Context: an optimization exercise on an open-source flow, tuned for small area, a short achievable clock period and few clock cycles. The choices shown serve that exercise and are no tape-out recipe.
The RTL was checked by simulation tests, not by an equivalence proof against the original design.

`design/flow/run.sh`:
```
#!/bin/bash
# synth_recipe.tcl (not shown) runs the flow's synth.tcl, then flattens the netlist and writes it again
# the make line also repeats each setting of config.mk as NAME=value (left out here)
make -C /OpenROAD-flow-scripts/flow DESIGN_CONFIG=/design/flow/config.mk WORK_HOME=/design/flow/orfs CLKGATE_MAP_FILE= SYNTH_SCRIPT=/design/flow/synth_recipe.tcl finish
```
`design/flow/config.mk`:
```
export PLATFORM = sky130hd
export DESIGN_NAME = MulDiv
export DESIGN_NICKNAME = MulDiv
export VERILOG_FILES = /design/flow/design.v
export SDC_FILE = /design/flow/constraint.sdc
export NUM_CORES = 4
export LEC_CHECK = 0
export CAP_MARGIN = 20
export CORE_MARGIN = 2
export CORE_UTILIZATION = 40
export PLACE_DENSITY = 0.6
export SETUP_SLACK_MARGIN = 4
export SLEW_MARGIN = 20
```
`design/flow/constraint.sdc`:
```
create_clock -name core_clock -period 12.0 [get_ports {clk}]
set_input_delay 2.4000 -clock core_clock [delete_from_list [all_inputs] [get_ports {clk}]]
set_output_delay 2.4000 -clock core_clock [all_outputs]
set_load 0.01 [all_outputs]
```
`design/flow/design.v`:
```
module MulDiv(input clk, input reset,
    output io_req_ready,
    input  io_req_valid,
    input [3:0] io_req_bits_fn,
    input  io_req_bits_dw,
    input [63:0] io_req_bits_in1,
    input [63:0] io_req_bits_in2,
    input [4:0] io_req_bits_tag,
    input  io_kill,
    input  io_resp_ready,
    output io_resp_valid,
    output[63:0] io_resp_bits_data,
    output[4:0] io_resp_bits_tag
);
  wire [3:0] fn = io_req_bits_fn;
  wire       dw = io_req_bits_dw;
  wire cmdMul    = ((fn & 4'h4) == 4'h0) | ((fn & 4'h8) == 4'h8);
  wire cmdHi     = ((fn & 4'h5) == 4'h1) | ((fn & 4'h2) == 4'h2) | ((fn & 4'h8) == 4'h8);
  wire lhsSigned = ((fn & 4'h9) == 4'h0) | ((fn & 4'h4) == 4'h0) | ((fn & 4'h3) == 4'h0);
  wire rhsSigned = ((fn & 4'h9) == 4'h0) | ((fn & 4'h4) == 4'h0);
  wire lhs_sign  = lhsSigned & (dw ? io_req_bits_in1[63] : io_req_bits_in1[31]);
  wire rhs_sign  = rhsSigned & (dw ? io_req_bits_in2[63] : io_req_bits_in2[31]);
  wire [63:0] lhs_ext = dw ? io_req_bits_in1 : {{32{lhs_sign}}, io_req_bits_in1[31:0]};
  wire [63:0] rhs_ext = dw ? io_req_bits_in2 : {{32{rhs_sign}}, io_req_bits_in2[31:0]};
  wire [63:0] a_mag = lhs_sign ? (64'h0 - lhs_ext) : lhs_ext;
  wire [63:0] b_mag = rhs_sign ? (64'h0 - rhs_ext) : rhs_ext;
  wire [63:0] a_est = lhs_ext ^ {64{lhs_sign}};
  wire [63:0] b_est = rhs_ext ^ {64{rhs_sign}};
  wire  [7:0] a_nz, b_nz, a_th, b_th;
  genvar gi;
  generate for (gi = 0; gi < 8; gi = gi + 1) begin : g_est
    assign a_nz[gi] = |a_est[8*gi+7:8*gi];
    assign b_nz[gi] = |b_est[8*gi+7:8*gi];
    assign a_th[gi] = |a_nz[7:gi];
    assign b_th[gi] = |b_nz[7:gi];
  end endgenerate
  wire swap = cmdMul & (|(a_th & ~b_th));
  reg  [2:0] head, tail;   
  reg        lastM;        
  reg        mbusy, mHi, mW, mneg;
  reg  [3:0] mcnt;         
  reg  [7:0] mm;           
  reg  [4:0] mtag;
  reg  [2:0] mseq;
  reg [63:0] MP, ML, MB;
  reg        mov, moneg, moinc, mow;
  reg [63:0] mod;
  reg  [4:0] motag;
  reg  [2:0] moseq;
  wire  [7:0] d = ML[7:0];
  wire [71:0] p0 = d[0] ? {8'b0, MB} : 72'h0;
  wire [71:0] p1 = d[1] ? {7'b0, MB, 1'b0} : 72'h0;
  wire [71:0] p2 = d[2] ? {6'b0, MB, 2'b0} : 72'h0;
  wire [71:0] p3 = d[3] ? {5'b0, MB, 3'b0} : 72'h0;
  wire [71:0] p4 = d[4] ? {4'b0, MB, 4'b0} : 72'h0;
  wire [71:0] p5 = d[5] ? {3'b0, MB, 5'b0} : 72'h0;
  wire [71:0] p6 = d[6] ? {2'b0, MB, 6'b0} : 72'h0;
  wire [71:0] p7 = d[7] ? {1'b0, MB, 7'b0} : 72'h0;
  wire [71:0] px = {8'b0, MP};
  wire [71:0] s1 = px ^ p0 ^ p1, c1 = ((px & p0) | (px & p1) | (p0 & p1)) << 1;
  wire [71:0] s2 = p2 ^ p3 ^ p4, c2 = ((p2 & p3) | (p2 & p4) | (p3 & p4)) << 1;
  wire [71:0] s3 = p5 ^ p6 ^ p7, c3 = ((p5 & p6) | (p5 & p7) | (p6 & p7)) << 1;
  wire [71:0] s4 = s1 ^ c1 ^ s2, c4 = ((s1 & c1) | (s1 & s2) | (c1 & s2)) << 1;
  wire [71:0] s5 = c2 ^ s3 ^ c3, c5 = ((c2 & s3) | (c2 & c3) | (s3 & c3)) << 1;
  wire [71:0] s6 = s4 ^ c4 ^ s5, c6 = ((s4 & c4) | (s4 & s5) | (c4 & s5)) << 1;
  wire [71:0] s7 = s6 ^ c6 ^ c5, c7 = ((s6 & c6) | (s6 & c5) | (c6 & c5)) << 1;
  wire [71:0] s;
  wire        s_co;
  MulDiv_add #(72) u_madd(.a(s7), .b(c7), .cin(1'b0), .sum(s), .cout(s_co));
  wire  [7:0] nzb;
  generate for (gi = 0; gi < 8; gi = gi + 1) begin : g_nzb
    assign nzb[gi] = |ML[8*gi+7:8*gi];
  end endgenerate
  wire        more = |(nzb[7:1] & mm[7:1]);
  wire [63:0] mP = s[71:8];
  wire [63:0] mL = {s[7:0], ML[63:8]};
  wire        mlast = ~more;
  wire  [2:0] t = mcnt[2:0] - 3'd1;
  wire [127:0] win0 = mHi ? {64'h0, mP} : {mP, mL};
  wire [95:0]  win1 = t[2] ? win0[127:32] : win0[95:0];
  wire [79:0]  win2 = t[1] ? win1[95:16] : win1[79:0];
  wire [63:0]  win3 = t[0] ? win2[71:8] : win2[63:0];
  wire  [7:0] pzb;
  generate for (gi = 0; gi < 8; gi = gi + 1) begin : g_pzb
    assign pzb[gi] = ~|mP[8*gi+7:8*gi] | (gi >= t);
  end endgenerate
  wire lo_zero = (mL == 64'h0) & (&pzb);
  reg        dbusy, dHi, dW, dsA, dsB, prep;
  reg  [5:0] dcnt;         
  reg  [4:0] dtag;
  reg  [2:0] dseq;
  reg [63:0] DP, DL, DB;
  reg        dov, doneg, dow;
  reg [63:0] dod;
  reg  [4:0] dotag;
  reg  [2:0] doseq;
  function [6:0] lzc64(input [63:0] x);
    reg [31:0] z1, c1;
    reg [15:0] z2; reg [31:0] c2;
    reg [7:0]  z3; reg [23:0] c3;
    reg [3:0]  z4; reg [15:0] c4;
    reg [1:0]  z5; reg [9:0]  c5;
    reg        z6; reg [5:0]  c6;
    integer i;
    begin
      for (i = 0; i < 32; i = i + 1) begin
        z1[i] = ~(x[2*i+1] | x[2*i]);
        c1[i] = ~x[2*i+1];
      end
      for (i = 0; i < 16; i = i + 1) begin
        z2[i] = z1[2*i+1] & z1[2*i];
        c2[2*i +: 2] = z1[2*i+1] ? {1'b1, c1[2*i]} : {1'b0, c1[2*i+1]};
      end
      for (i = 0; i < 8; i = i + 1) begin
        z3[i] = z2[2*i+1] & z2[2*i];
        c3[3*i +: 3] = z2[2*i+1] ? {1'b1, c2[2*(2*i) +: 2]} : {1'b0, c2[2*(2*i+1) +: 2]};
      end
      for (i = 0; i < 4; i = i + 1) begin
        z4[i] = z3[2*i+1] & z3[2*i];
        c4[4*i +: 4] = z3[2*i+1] ? {1'b1, c3[3*(2*i) +: 3]} : {1'b0, c3[3*(2*i+1) +: 3]};
      end
      for (i = 0; i < 2; i = i + 1) begin
        z5[i] = z4[2*i+1] & z4[2*i];
        c5[5*i +: 5] = z4[2*i+1] ? {1'b1, c4[4*(2*i) +: 4]} : {1'b0, c4[4*(2*i+1) +: 4]};
      end
      z6 = z5[1] & z5[0];
      c6 = z5[1] ? {1'b1, c5[4:0]} : {1'b0, c5[9:5]};
      lzc64 = z6 ? 7'd64 : {1'b0, c6};
    end
  endfunction
  wire [6:0] lzA = lzc64(DL);
  wire [6:0] lzB = lzc64(DB);
  wire       bzero = lzB[6];
  wire [6:0] dlt   = lzB - lzA;                     
  wire       dimm  = bzero | dlt[6];                
  wire [5:1] shh   = ~dlt[5:1];                     
  reg  [63:0] rot;
  always @(*) begin
    rot = DL;
    if (shh[1]) rot = {rot[61:0], rot[63:62]};
    if (shh[2]) rot = {rot[59:0], rot[63:60]};
    if (shh[3]) rot = {rot[55:0], rot[63:56]};
    if (shh[4]) rot = {rot[47:0], rot[63:48]};
    if (shh[5]) rot = {rot[31:0], rot[63:32]};
  end
  wire [31:0] lm2 = ~({32{1'b1}} << shh);
  wire [63:0] lowmask;
  generate for (gi = 0; gi < 32; gi = gi + 1) begin : g_mask
    assign lowmask[2*gi+1:2*gi] = {2{lm2[gi]}};
  end endgenerate
  wire [63:0] pP = rot & lowmask;
  wire [63:0] pL = rot & ~lowmask;
  wire  [5:0] pcnt = {1'b0, dlt[5:1]} + 6'd1;
  wire [64:0] r2a  = {DP, DL[63]};
  wire [65:0] ta;
  wire        ta_co;
  MulDiv_add #(66) u_sa(.a({1'b0, r2a}), .b(~{2'b0, DB}), .cin(1'b1), .sum(ta), .cout(ta_co));
  wire        qa   = ~ta[65];
  wire [64:0] ra   = qa ? ta[64:0] : r2a;
  wire [64:0] r2b  = {ra[63:0], DL[62]};
  wire [65:0] tb;
  wire        tb_co;
  MulDiv_add #(66) u_sb(.a({1'b0, r2b}), .b(~{2'b0, DB}), .cin(1'b1), .sum(tb), .cout(tb_co));
  wire        qb   = ~tb[65];
  wire [63:0] rb   = qb ? tb[63:0] : r2b[63:0];
  wire [63:0] dL   = {DL[61:0], qa, qb};
  wire        dlast = prep ? dimm : (dcnt == 6'd1);
  wire selM    = mov & (moseq == head);
  wire selD    = dov & (doseq == head);
  wire mtake   = selM & io_resp_ready;
  wire dtake   = selD & io_resp_ready;
  wire mblock  = mov & ~mtake;
  wire dblock  = dov & ~dtake;
  wire mfree   = ~mbusy | (mlast & ~mblock);
  wire dfree   = ~dbusy | (dlast & ~dblock);
  wire ready   = cmdMul ? mfree : dfree;
  wire fireM   = io_req_valid & cmdMul & mfree;
  wire fireD   = io_req_valid & ~cmdMul & dfree;
  wire killM   = io_kill & lastM;
  wire killD   = io_kill & ~lastM;
  wire mcomp   = mbusy & mlast & ~mblock & ~killM;
  wire dcomp   = dbusy & dlast & ~dblock & ~killD;
  wire mstep   = mbusy & ~(mlast & mblock);
  wire dstep   = dbusy & ~(dlast & dblock);
  assign io_req_ready = ready;
  assign io_resp_valid = selM | selD;
  assign io_resp_bits_tag = selM ? motag : dotag;
  wire [63:0] od   = selM ? mod : dod;
  wire        oneg = selM ? moneg : doneg;
  wire        oinc = selM ? moinc : doneg;
  wire        ow   = selM ? mow : dow;
  wire [63:0] ox = (od ^ {64{oneg}}) + {63'h0, oinc};
  assign io_resp_bits_data = ow ? {{32{ox[31]}}, ox[31:0]} : ox;
  reg [63:0] dres;
  reg        drneg;
  always @(*) begin
    if (prep) begin
      dres  = dHi ? DL : (bzero ? {64{1'b1}} : 64'h0);
      drneg = dHi & dsA;
    end else begin
      dres  = dHi ? rb : dL;
      drneg = dHi ? dsA : (dsA ^ dsB);
    end
  end
  always @(posedge clk) begin
    if (reset) begin
      mbusy <= 1'b0;
      dbusy <= 1'b0;
      mov   <= 1'b0;
      dov   <= 1'b0;
      head  <= 3'd0;
      tail  <= 3'd0;
    end else begin
      if (fireM) mbusy <= 1'b1;
      else if (killM | mcomp) mbusy <= 1'b0;
      if (fireD) dbusy <= 1'b1;
      else if (killD | dcomp) dbusy <= 1'b0;
      if (mcomp) mov <= 1'b1;
      else if (mtake) mov <= 1'b0;
      if (dcomp) dov <= 1'b1;
      else if (dtake) dov <= 1'b0;
      if (mtake | dtake) head <= head + 3'd1;
      if (fireM | fireD) tail <= tail + 3'd1;
      else if (io_kill) tail <= tail - 3'd1;
    end
  end
  always @(posedge clk) begin
    if (fireM | fireD) lastM <= fireM;
    if (mcomp) begin
      mod   <= win3;
      moneg <= mneg;
      moinc <= mneg & (~mHi | lo_zero);
      mow   <= mW;
      motag <= mtag;
      moseq <= mseq;
    end
    if (dcomp) begin
      dod   <= dres;
      doneg <= drneg;
      dow   <= dW;
      dotag <= dtag;
      doseq <= dseq;
    end
  end
  always @(posedge clk) begin
    if (fireM) begin
      mHi  <= cmdHi;
      mW   <= ~dw;
      mneg <= lhs_sign ^ rhs_sign;
      mcnt <= 4'd8;
      mm   <= 8'hff;
      mtag <= io_req_bits_tag;
      mseq <= tail;
      MP   <= 64'h0;
      ML   <= swap ? b_mag : a_mag;
      MB   <= swap ? a_mag : b_mag;
    end else if (mstep) begin
      MP   <= mP;
      ML   <= mL;
      mcnt <= mcnt - 4'd1;
      mm   <= {1'b0, mm[7:1]};
    end
  end
  always @(posedge clk) begin
    if (fireD) begin
      dHi  <= cmdHi;
      dW   <= ~dw;
      dsA  <= lhs_sign;
      dsB  <= rhs_sign;
      prep <= 1'b1;
      dtag <= io_req_bits_tag;
      dseq <= tail;
      DL   <= a_mag;
      DB   <= b_mag;
    end else if (dstep) begin
      if (prep) begin
        prep <= 1'b0;
        DP   <= pP;
        DL   <= pL;
        dcnt <= pcnt;
      end else begin
        DP   <= rb;
        DL   <= dL;
        dcnt <= dcnt - 6'd1;
      end
    end
  end
endmodule
module MulDiv_add #(parameter W = 64) (input [W-1:0] a, input [W-1:0] b, input cin,
                                        output [W-1:0] sum, output cout);
  reg [W-1:0] G, P, c;
  integer l, i;
  always @(*) begin
    G = a & b;
    P = a ^ b;
    G[0] = G[0] | (P[0] & cin);
    for (l = 1; l < W; l = l * 2)
      for (i = 2*l - 1; i < W; i = i + 2*l) begin
        G[i] = G[i] | (P[i] & G[i-l]);
        P[i] = P[i] & P[i-l];
      end
    for (l = 64; l >= 1; l = l / 2)
      for (i = 3*l - 1; i < W; i = i + 2*l)
        if (l < W) begin
          G[i] = G[i] | (P[i] & G[i-l]);
          P[i] = P[i] & P[i-l];
        end
    c = {G[W-2:0], cin};
  end
  assign sum = a ^ b ^ c;
  assign cout = G[W-1];
endmodule
```
==> summary.md, run 1 <==
| Metric | Value |
|---|---|
| Number of port buffers | 213 |
| Die footprint | 164000 um^2 |
| Starting Density | 0.402 |
| TritonCTS clock tree | built |
| CP arrival | 5.52 ns |
| Vias in the first global route | 55200 |
| Req. time, crit path | 9.60 ns |
| Worst hold path type | register to register |
| Via-to-Cell Ratio | 6.17 |
| Die height | 405 um |
| Async set or reset register ratio after synthesis | 0 |
| CTS Root Cell | clkbuf_16 |
| Die W | 405 um |
| Total core area | 160000 um^2 |
| Startpoint types | register |
| Slew HR | 0.162 |
| Area grow syn2layout | 14.2% |
| Reg2reg path depth | 27 |
| Clock sinks | 584 |
| Max-cap viol count | 0 |
| Filler cell count in the final layout | 15500 |
| Share of cells above drive strength 1 | 0.0898 |
| 1st-iter DRT viols | 8612 |
| Slew of the pin with the lowest slew margin | 1.22 ns |
| First-pass DRT Iterations | 8 |
| Fin crit period | 7.92 ns |
| Worst skew pair latency | 0.72 ns |
| Clk_skew | 0.0422 ns |
| Final Hold Fails | 0 |
| Net count of the mapped netlist | 8088 |
| Synth top area cells | edfxtp_1, fa_1, mux2i_1, ha_1, and2_1 |
| Status | complete, no violations |
| Rows | 147 |
| Synthesized instance count | 7180 |
| CTS max path bufs | 3 |
| Top FF cell, synth | edfxtp_1 |
| Period utilisation layout | 0.660 |
| Synth cell types | 106 |
| Vias | 58900 |
| Crit path kind | register to primary output |
| Hold_buf cts | 0 |
| Final setup vio count | 0 |
| Syn avg cell area | 8.97 um^2 |
| # DRC | 0 |
| Fin. max-slew vios | 0 |
| CP Max Fanout | 4 |
| Sequential area share after synthesis | 0.259 |
| Most common cell in the netlist | inv_1 |
| Post-synth EDFFs | 499 |
| H-tree depth | 3 |
| Post-route ant nets | 0 |
| Io pins | 214 |
| RSZ-0062 raised after global routing | yes |
| Num CTS Buffers | 77 |
| Total gr overflow | 0 |
| Max frequency | 0.126 GHz |
| Synthesized cell area | 64400 um^2 |
| Per-cell routed wire length | 30.4 um |
| WHS Path Cells | 0 |
| FF+latch count, synth | 584 |
| Top cell type by total area after synthesis | edfxtp_1 |
| Synth top area share | 0.233 |
| TNS Setup | 0 ns |
| Dpl hpwl | 220 mm |
| Top cells by count, synth | inv_1, nand2_1, fa_1, a21oi_1, edfxtp_1 |
| GRT Total Usage | 0.342 |
| First-pass GRT wire length | 404 mm |
| Synth warn | 3 |
| Routability cong. | 1.08 |
| Final net count | 8219 |
| Routed WL | 290 mm |
| Crit end category | primary output |
| Util after Layout | 0.459 |
| Initial antenna violation count | 26 |
| Flop2flop setup slack | 4.09 ns |
| Pin count of the biggest net entering global routing | 85 |
| Reg clk slew, reported paths | 0.06 ns |
## cell usage in the layout, fill, tap and decap left out, types with 205 or more instances in the layout
cell	count
inv_1	703
nand2_1	580
fa_1	532
edfxtp_1	499
a21oi_1	496
mux2i_1	485
nor2_1	482
and2_1	433
o21ai_0	360
ha_1	224
clkdlybuf4s50_1	207
buf_4	205
## per-stage QoR
stage / hold slack [ns] / cells / setup WS [ns] / instance area, um^2
floorplan: 0.400 / 7180 / 4.39 / 64400
global placement: 0.400 / 9261 / 2.59 / 68600
detailed placement: 0.406 / 9268 / 2.46 / 68800
CTS: 0.419 / 9439 / 3.87 / 72300
global route: 0.421 / 9533 / 3.95 / 73500
finish: 0.418 / 9543 / 4.08 / 73600
## timing repair
action | CTS | global route
resized for setup | 125 | 96
buffers inserted | 25 | 86
pin swaps | 10 | 35
setup endpoints to repair | 240 | 204
cloned | 6 | 6
## worst max-delay path: stages, from the launching register on
cell             delay, ns
edfxtp_1              0.43
or4_4                 0.56
nand4b_1              0.33
inv_2                 0.17
a21oi_1               0.08
o211ai_1              0.51
o211ai_2              0.25
fa_2                  0.44
a21o_1                0.19
a21oi_4               0.13
o21bai_1              0.09
a21oi_2               0.19
xnor2_2               0.17
a311o_1               0.40
nand3_1               0.12
o21a_2                0.19
clkdlybuf4s50_1       0.55
## cell type report
type                            count  area, um^2  area share
Clock buffer                       92        2050      0.0278
Timing Repair Buffer              454        4370      0.0594
Tap cell                         2160        2700      0.0367
Clock inverter                     48         586     0.00796
Inverter                          714        2690      0.0366
Multi-Input combinational cell   5480       44400       0.604
Sequential cell                   584       16700       0.227
Antenna cell                       11        27.5    0.000374
## cell families (layout without fill, tap and decap cells)
kind of cell    count (synthesis)  count (layout)  synth area share
buf+inv                      1119            1308            0.0677
xor+xnor                      353             353            0.0480
flops                         584             584             0.259
fa+ha+maj                     765             765             0.211
compound gates               1559            1562             0.149
mux                           562             562            0.0900
simple gates                 2238            2238             0.175
other cells                     0              11                 0
## path summary, 6_finish.rpt
kind | startpoint | to
max | DB[13]$_DFFE_PP_ | io_req_ready
min | dtag[2]$_DFFE_PP_ | dotag[2]$_DFFE_PP_
min reg2reg | dtag[2]$_DFFE_PP_ | dotag[2]$_DFFE_PP_
max reg2reg | DL[63]$_DFFE_PP_ | dod[37]$_DFFE_PP_
## sequential cells by signal, summed over array words and instances, names as in the netlist, 7 cells and up
register  cells
DB           64
mm            7
DL           64
dod          64
MP           64
mod          64
ML           64
MB           64
DP           64
## routing by layer
metal  global-route usage  routed length, um  vias up
met3               0.0937              35000      703
met4                0.207              21100       14
li1                     -                  -    25300
met2                0.489             120000     3708
met5                    0                 98        -
met1                0.458             114000    29200
Testbench counts, summed over its fixed seeds: cycles 9,895.
==> run 2, diff against run 1 <==
--- a/design/flow/config.mk
+++ b/design/flow/config.mk
@@ -9,5 +9,5 @@
 export CORE_MARGIN = 2
 export CORE_UTILIZATION = 40
 export PLACE_DENSITY = 0.6
-export SETUP_SLACK_MARGIN = 4
+export SETUP_SLACK_MARGIN = 3.5
 export SLEW_MARGIN = 20
==> run 2 against run 1 <==
Worst hold slack better by 0.0012 ns. Design area is 2.4% lower. Still clean on timing, DRC and antenna. Highest routed layer unchanged. Largest cell class unchanged. Cell count is 1.3% lower. Clock skew is 0.0089 ns higher. Critical path depth is 1 higher.
==> summary.md, run 2 <==
| Metric | Value |
|---|---|
| Slew HR | 0.0428 (-0.119) |
| Post-synth EDFFs | 499 (unchanged) |
| Vias in the first global route | 55300 (+0.18%) |
| Slew of the pin with the lowest slew margin | 1.43 ns (+0.209 ns) |
| RSZ-0062 raised after global routing | yes |
| CTS max path bufs | 3 (unchanged) |
| Dpl hpwl | 215 mm (-2.3%) |
| Fin crit period | 8.37 ns (+0.448 ns) |
| Synth cell types | 106 (unchanged) |
| TNS Setup | 0 ns (unchanged) |
| Worst skew pair latency | 0.71 ns (about the same) |
| # DRC | 0 (unchanged) |
| Final net count | 8097 (-1.5%) |
| Min Hold Slack | 0.419 ns (+0.00120 ns) |
| Top cells by count, synth | inv_1, nand2_1, fa_1, a21oi_1, edfxtp_1 |
| Most common cell after layout, fill and taps aside | inv_1 |
| Routability cong. | 1.05 (-2.4%) |
| Max frequency | 0.119 GHz (-5.4%) |
| Reg clk slew, reported paths | 0.06 ns (about the same) |
| Most common cell in the netlist | inv_1 |
| Top cell type by total area after synthesis | edfxtp_1 |
| Clk_skew | 0.0511 ns (+0.00890 ns) |
| Post-route ant nets | 0 (unchanged) |
| Total gr overflow | 0 (unchanged) |
| Async set or reset register ratio after synthesis | 0 (unchanged) |
| Fin. max-slew vios | 0 (unchanged) |
| Total core area | 160000 um^2 (unchanged) |
| TritonCTS clock tree | built |
| CTS Root Cell | clkbuf_16 |
| Clock sinks | 584 (unchanged) |
| CP arrival | 5.97 ns (+0.45 ns) |
| First-pass GRT wire length | 393 mm (-2.7%) |
| Final setup vio count | 0 (unchanged) |
| Per-cell routed wire length | 29.3 um (-3.7%) |
| Io pins | 214 (unchanged) |
| Crit end category | primary output |
| Starting Density | 0.402 (unchanged) |
| Synth top area cells | edfxtp_1, fa_1, mux2i_1, ha_1, and2_1 |
| Synth top area share | 0.233 (unchanged) |
| CP Max Fanout | 4 (unchanged) |
| Req. time, crit path | 9.60 ns (about the same) |
| Vias | 57600 (-2.2%) |
| Share of cells above drive strength 1 | 0.0647 (-0.0251) |
| Synth warn | 3 (unchanged) |
| Die height | 405 um (unchanged) |
| Num CTS Buffers | 74 (-3.9%) |
| Die W | 405 um (unchanged) |
| Rows | 147 (unchanged) |
| Pin count of the biggest net entering global routing | 91 (+7.1%) |
| Synthesized cell area | 64400 um^2 (unchanged) |
| FF+latch count, synth | 584 (unchanged) |
| 1st-iter DRT viols | 8153 (-5.3%) |
| Sequential area share after synthesis | 0.259 (unchanged) |
| Startpoint types | register |
| Initial antenna violation count | 14 (-46%) |
| Worst hold path type | register to register |
| Crit path kind | register to primary output |
| Period utilisation layout | 0.698 (+0.0374) |
| Number of port buffers | 213 (unchanged) |
| Final Hold Fails | 0 (unchanged) |
| Routed WL | 276 mm (-5.0%) |
| Post-route cell area | 71800 um^2 (-2.4%) |
| GRT Total Usage | 0.330 (-0.0120) |
| First-pass DRT Iterations | 6 (-2) |
| Area grow syn2layout | 11.5% |
| Post-Layout Cell Count | 9418 (-1.3%) |
| Top FF cell, synth | edfxtp_1 |
| Synthesized instance count | 7180 (unchanged) |
| Placed Instance Area | 68500 um^2 (-0.39%) |
| Status | complete, no violations |
| Most frequent cells in the layout | inv_1, nand2_1, fa_1 |
| Max-cap viol count | 0 (unchanged) |
| Die footprint | 164000 um^2 (unchanged) |
| Dpl cells | 9248 (-0.22%) |
| Flop2flop setup slack | 3.76 ns (-0.33 ns) |
| H-tree depth | 3 (unchanged) |
| Net count of the mapped netlist | 8088 (unchanged) |
| Via-to-Cell Ratio | 6.12 (-0.91%) |
| Syn avg cell area | 8.97 um^2 (unchanged) |
[run 2: cell types whose count changed in the layout (fill, tap and decap cells not counted), sizes merged]
cell           previous run  this run
buf                     236       124
bufbuf                    3         0
bufinv                   10        13
clkbuf                   95        85
clkdlybuf4s50           207       212
clkinv                   24        28
clkinvlp                 12        10
diode                    11         9
dlygate4sd2               1         0
dlymetal6s2s              4         0
inv                     716       715
o21ai                   400       398
[run 2: worst paths after layout]
path	cells past startpoint	startpoint	to
hold reg to reg	0	mseq[1]$_DFFE_PP_	moseq[1]$_DFFE_PP_
setup reg to reg	31	ML[2]$_DFFE_PP_	moinc$_DFFE_PP_
setup / recovery	17	DB[13]$_DFFE_PP_	io_req_ready
hold / removal	0	mseq[1]$_DFFE_PP_	moseq[1]$_DFFE_PP_
[run 2: logic make-up after synthesis]
kind of cell / after synthesis / synth area share
AND/OR/NAND/NOR: 2238 / 0.175
AO/OA/AOI/OAI: 1559 / 0.149
buffers and inverters: 1119 / 0.0677
adder cells (fa/ha/maj): 765 / 0.211
flip-flops: 584 / 0.259
multiplexers: 562 / 0.0900
XOR/XNOR: 353 / 0.0480
[run 2: timing repair]
| action | CTS | global route |
|---|---|---|
| pin swaps | 4 | 5 |
| setup buffers | 11 | 13 |
| gates cloned | 1 | 0 |
| hold buffers | 0 | 0 |
| gates resized for setup | 40 | 63 |
| endpoints found under the setup margin | 167 | 160 |
[run 2: worst max-delay path: stages (launching register included)]
cell and delay, ns:
edfxtp_1 0.42, or4_1 0.62, nand4b_1 0.21, buf_4 0.19, inv_1 0.15, a21oi_1 0.12, o211ai_1 0.67, o211ai_2 0.26
fa_2 0.40, a21o_1 0.21, a21oi_4 0.22, o21bai_1 0.11, a21oi_2 0.18, xnor2_2 0.17, a311o_1 0.42, nand3_1 0.13
o21a_1 0.21, clkdlybuf4s50_1 0.57
[run 2: area by class of cell]
class                           instances  area, um^2
Fill cell                           15400       88400
Multi-Input combinational cell       5478       43900
Sequential cell                       584       16700
Timing Repair Buffer                  337        3180
Tap cell                             2160        2700
Inverter                              714        2690
Clock buffer                           84        1890
Clock inverter                         52         716
Antenna cell                            9        22.5
[run 2: per-layer routing]
metal,GRT usage,share of wire,routed length (um)
met5,0,0.00015,40
met4,0.193,0.069,19100
met3,0.0892,0.12,33300
met2,0.482,0.42,116000
met1,0.436,0.39,107000
[run 2: stage by stage]
step / utilization / setup slack (ns)
after floorplan: - / 3.84
after global placement: 0.427 / 2.61
after detailed placement: 0.428 / 2.39
after CTS: 0.446 / 3.50
after global routing: 0.448 / 3.45
final: 0.448 / 3.63
==> run 3, diff against run 2 <==
--- a/design/flow/config.mk
+++ b/design/flow/config.mk
@@ -7,7 +7,7 @@
 export LEC_CHECK = 0
 export CAP_MARGIN = 20
 export CORE_MARGIN = 2
-export CORE_UTILIZATION = 40
-export PLACE_DENSITY = 0.6
-export SETUP_SLACK_MARGIN = 3.5
+export CORE_UTILIZATION = 55
+export PLACE_DENSITY = 0.72
+export SETUP_SLACK_MARGIN = 4
 export SLEW_MARGIN = 20
==> run 3 against run 2 <==
Largest cell class unchanged. Maximum frequency grew 2.1%. Critical path type unchanged. Wire length grew 1.3%. Worst hold slack worse by 0.0016 ns. Clock skew fell by 0.0065 ns. Setup slack better by 0.17 ns. Via count rose by 3.2%. Utilization up 17 points. Design area is 0.26% higher. Register-to-register slack gained 0.29 ns.
==> summary.md, run 3 <==
| Metric | Value |
|---|---|
| Status | complete, no violations |
| Sequential area share after synthesis | 0.259 (unchanged) |
| Top cells by count, synth | inv_1, nand2_1, fa_1, a21oi_1, edfxtp_1 |
| 1st-iter DRT viols | 9412 (+15%) |
| Slew of the pin with the lowest slew margin | 1.30 ns (-0.127 ns) |
| Reg-to-Reg Start | ML[0]$_DFFE_PP_ |
| Per-cell routed wire length | 31.5 um (+7.8%) |
| Reg area | 16700 um^2 (unchanged) |
| Rows | 125 (-15%) |
| Routed WL | 279 mm (+1.3%) |
| Startpoint types | register |
| Most common cell after layout, fill and taps aside | inv_1 |
| Crit path kind | register to primary output |
| H-tree depth | 3 (unchanged) |
| Hold path startpoint | mtag[2]$_DFFE_PP_ |
| TritonCTS clock tree | built |
| Pin count of the biggest net entering global routing | 151 (+66%) |
| Die footprint | 120000 um^2 (-27%) |
| Vias in the first global route | 55800 (+0.91%) |
| Filler cell count in the final layout | 9910 (-36%) |
| Async set or reset register ratio after synthesis | 0 (unchanged) |
| First-pass DRT Iterations | 13 (+7) |
| Fin crit period | 8.20 ns (-0.168 ns) |
| Final Hold Fails | 0 (unchanged) |
| Die height | 346 um (-15%) |
| Slew HR | 0.125 (+0.0820) |
| Net count of the mapped netlist | 8088 (unchanged) |
| Post-synth EDFFs | 499 (unchanged) |
| Routability cong. | 1.12 (+6.2%) |
| Max-cap viol count | 0 (unchanged) |
| Synthesized cell area | 64400 um^2 (unchanged) |
| Req. time, crit path | 9.60 ns (about the same) |
| Worst skew pair latency | 0.70 ns (about the same) |
| RSZ-0062 raised after global routing | yes |
| Total gr overflow | 0 (unchanged) |
| Hold_buf cts | 0 (unchanged) |
| Top cell type by total area after synthesis | edfxtp_1 |
| Number of port buffers | 213 (unchanged) |
| Reg clk slew, reported paths | 0.06 ns (about the same) |
| Synthesized instance count | 7180 (unchanged) |
| Total core area | 116000 um^2 (-27%) |
| Syn avg cell area | 8.97 um^2 (unchanged) |
| Num CTS Buffers | 72 (-2.7%) |
| CTS Root Cell | clkbuf_16 |
| FF+latch count, synth | 584 (unchanged) |
| Clock sinks | 584 (unchanged) |
| First-pass GRT wire length | 394 mm (+0.24%) |
| Most frequent cells in the layout | inv_1, nand2_1, fa_1 |
| Max frequency | 0.122 GHz (+2.1%) |
| Critical path startpoint | DB[36]$_DFFE_PP_ |
| Most common cell in the netlist | inv_1 |
| Area of the multi-input gates | 44300 um^2 (+0.88%) |
| Post-route ant nets | 0 (unchanged) |
| Via-to-Cell Ratio | 6.72 (+9.9%) |
| Clk_skew | 0.0447 ns (-0.00646 ns) |
| Io pins | 214 (unchanged) |
| CP Max Fanout | 4 (unchanged) |
| TNS Setup | 0 ns (unchanged) |
| Starting Density | 0.554 (+0.152) |
| CP arrival | 5.80 ns (-0.17 ns) |
| Share of cells above drive strength 1 | 0.0786 (+0.0139) |
| CTS max path bufs | 3 (unchanged) |
| Initial antenna violation count | 24 (+10) |
| Fin. max-slew vios | 0 (unchanged) |
| Vias | 59500 (+3.2%) |
| Synth warn | 3 (unchanged) |
| Dpl hpwl | 214 mm (-0.80%) |
| Crit end category | primary output |
| Die W | 346 um (-15%) |
| Synth top area cells | edfxtp_1, fa_1, mux2i_1, ha_1, and2_1 |
| Synth top area share | 0.233 (unchanged) |
| Final net count | 8166 (+0.85%) |
| Top FF cell, synth | edfxtp_1 |
| Synth cell types | 106 (unchanged) |
| # DRC | 0 (unchanged) |
| Area grow syn2layout | 11.8% |
| Worst hold path type | register to register |
| Util after Layout | 0.619 (+0.171) |
| GRT Total Usage | 0.451 (+0.121) |
| Period utilisation layout | 0.683 (-0.0140) |
| Final setup vio count | 0 (unchanged) |
[run 3: cell counts after synthesis]
No cell type changed its count.
[run 3: kinds of logic after synthesis]
| kind of cell | share of synthesized area |
|---|---|
| AO/OA/AOI/OAI | 0.149 |
| XOR/XNOR | 0.0480 |
| adder cells (fa/ha/maj) | 0.211 |
| buffers and inverters | 0.0677 |
| flip-flops | 0.259 |
| multiplexers | 0.0900 |
| AND/OR/NAND/NOR | 0.175 |
[run 3: stage by stage]
step | setup WS, ns | cell area, um^2 | hold slack (ns) | std cells
4_1_cts | 3.88 | 71100 | 0.417 | 8795
6_report | 3.80 | 72000 | 0.418 | 8850
3_5_place_dp | 2.46 | 67700 | 0.405 | 8612
2_1_floorplan | 4.39 | 64400 | 0.400 | 7180
5_1_grt | 3.74 | 72000 | 0.425 | 8848
3_3_place_gp | 2.53 | 67700 | 0.401 | 8611
[run 3: layout make-up]
class                   instances  area share
clock inverters                45     0.00819
repair buffers                408      0.0546
diodes                          9    0.000313
inverters                     714      0.0374
flip-flops and latches        584       0.232
well taps                    1524      0.0265
multi-input cells            5478       0.615
clock buffers                  88      0.0259
[run 3: worst paths after layout]
path	end	slack [ns]	cells past startpoint
worst max-delay path	io_req_ready	3.80	17
worst min-delay path	motag[2]$_DFFE_PP_	0.42	0
worst max register to register	mod[33]$_DFFE_PP_	4.05	25
worst min register to register	motag[2]$_DFFE_PP_	0.42	0
[run 3: what timing repair did]
item                       CTS  global route
setup endpoints to repair  294           213
pin swaps                   13            38
gates resized for setup     93           108
buffers inserted            48            39
gates cloned                 2             7
[run 3: metal layers]
metal | wire (um) | GRT usage
met2 | 113000 | 0.634
met4 | 18600 | 0.237
met3 | 43100 | 0.168
met1 | 104000 | 0.602
met5 | 478 | 0.00680
[run 3: worst max-delay path: stages (launching register included)]
cell,delay [ns]
edfxtp_1,0.57
nor4_1,0.42
nand4_1,0.18
buf_4,0.21
or2_2,0.40
a211oi_1,0.35
o211ai_1,0.39
o211ai_4,0.28
fa_2,0.27
a21o_1,0.15
a21oi_4,0.06
o21bai_1,0.17
a21oi_2,0.14
xnor2_4,0.21
a311o_1,0.40
nand3_1,0.13
o21a_1,0.22
clkdlybuf4s50_1,0.56

static timing again, ports no longer ideal:
In the flow no input, the clock included, has a driving cell. The finished layouts below were timed again as built, in two steps.
Step 1, drivers: a clkbuf_16 drives clk and a buf_2 each remaining input, both assumed.
Step 2 also shifts input and output timing later by t, the mid clock arrival at the registers, as if the neighbouring blocks saw the same clock.
Slacks: ideal / step 1 / step 2; pairs: ideal / step 1.
run | t (ns) | setup slack, ns | worst setup path at the end
run 1 | 0.766 | 4.078 / 4.008 / 3.871 | input to register
run 2 | 0.770 | 3.630 / 3.544 / 3.756 | register to register
run 3 | 0.760 | 3.798 / 3.720 / 3.239 | input to register
After both steps every run listed still meets setup and hold. For run 3, which loses most, drivers alone change the setup slack by -0.078 ns; drivers and shift together by -0.559 ns.
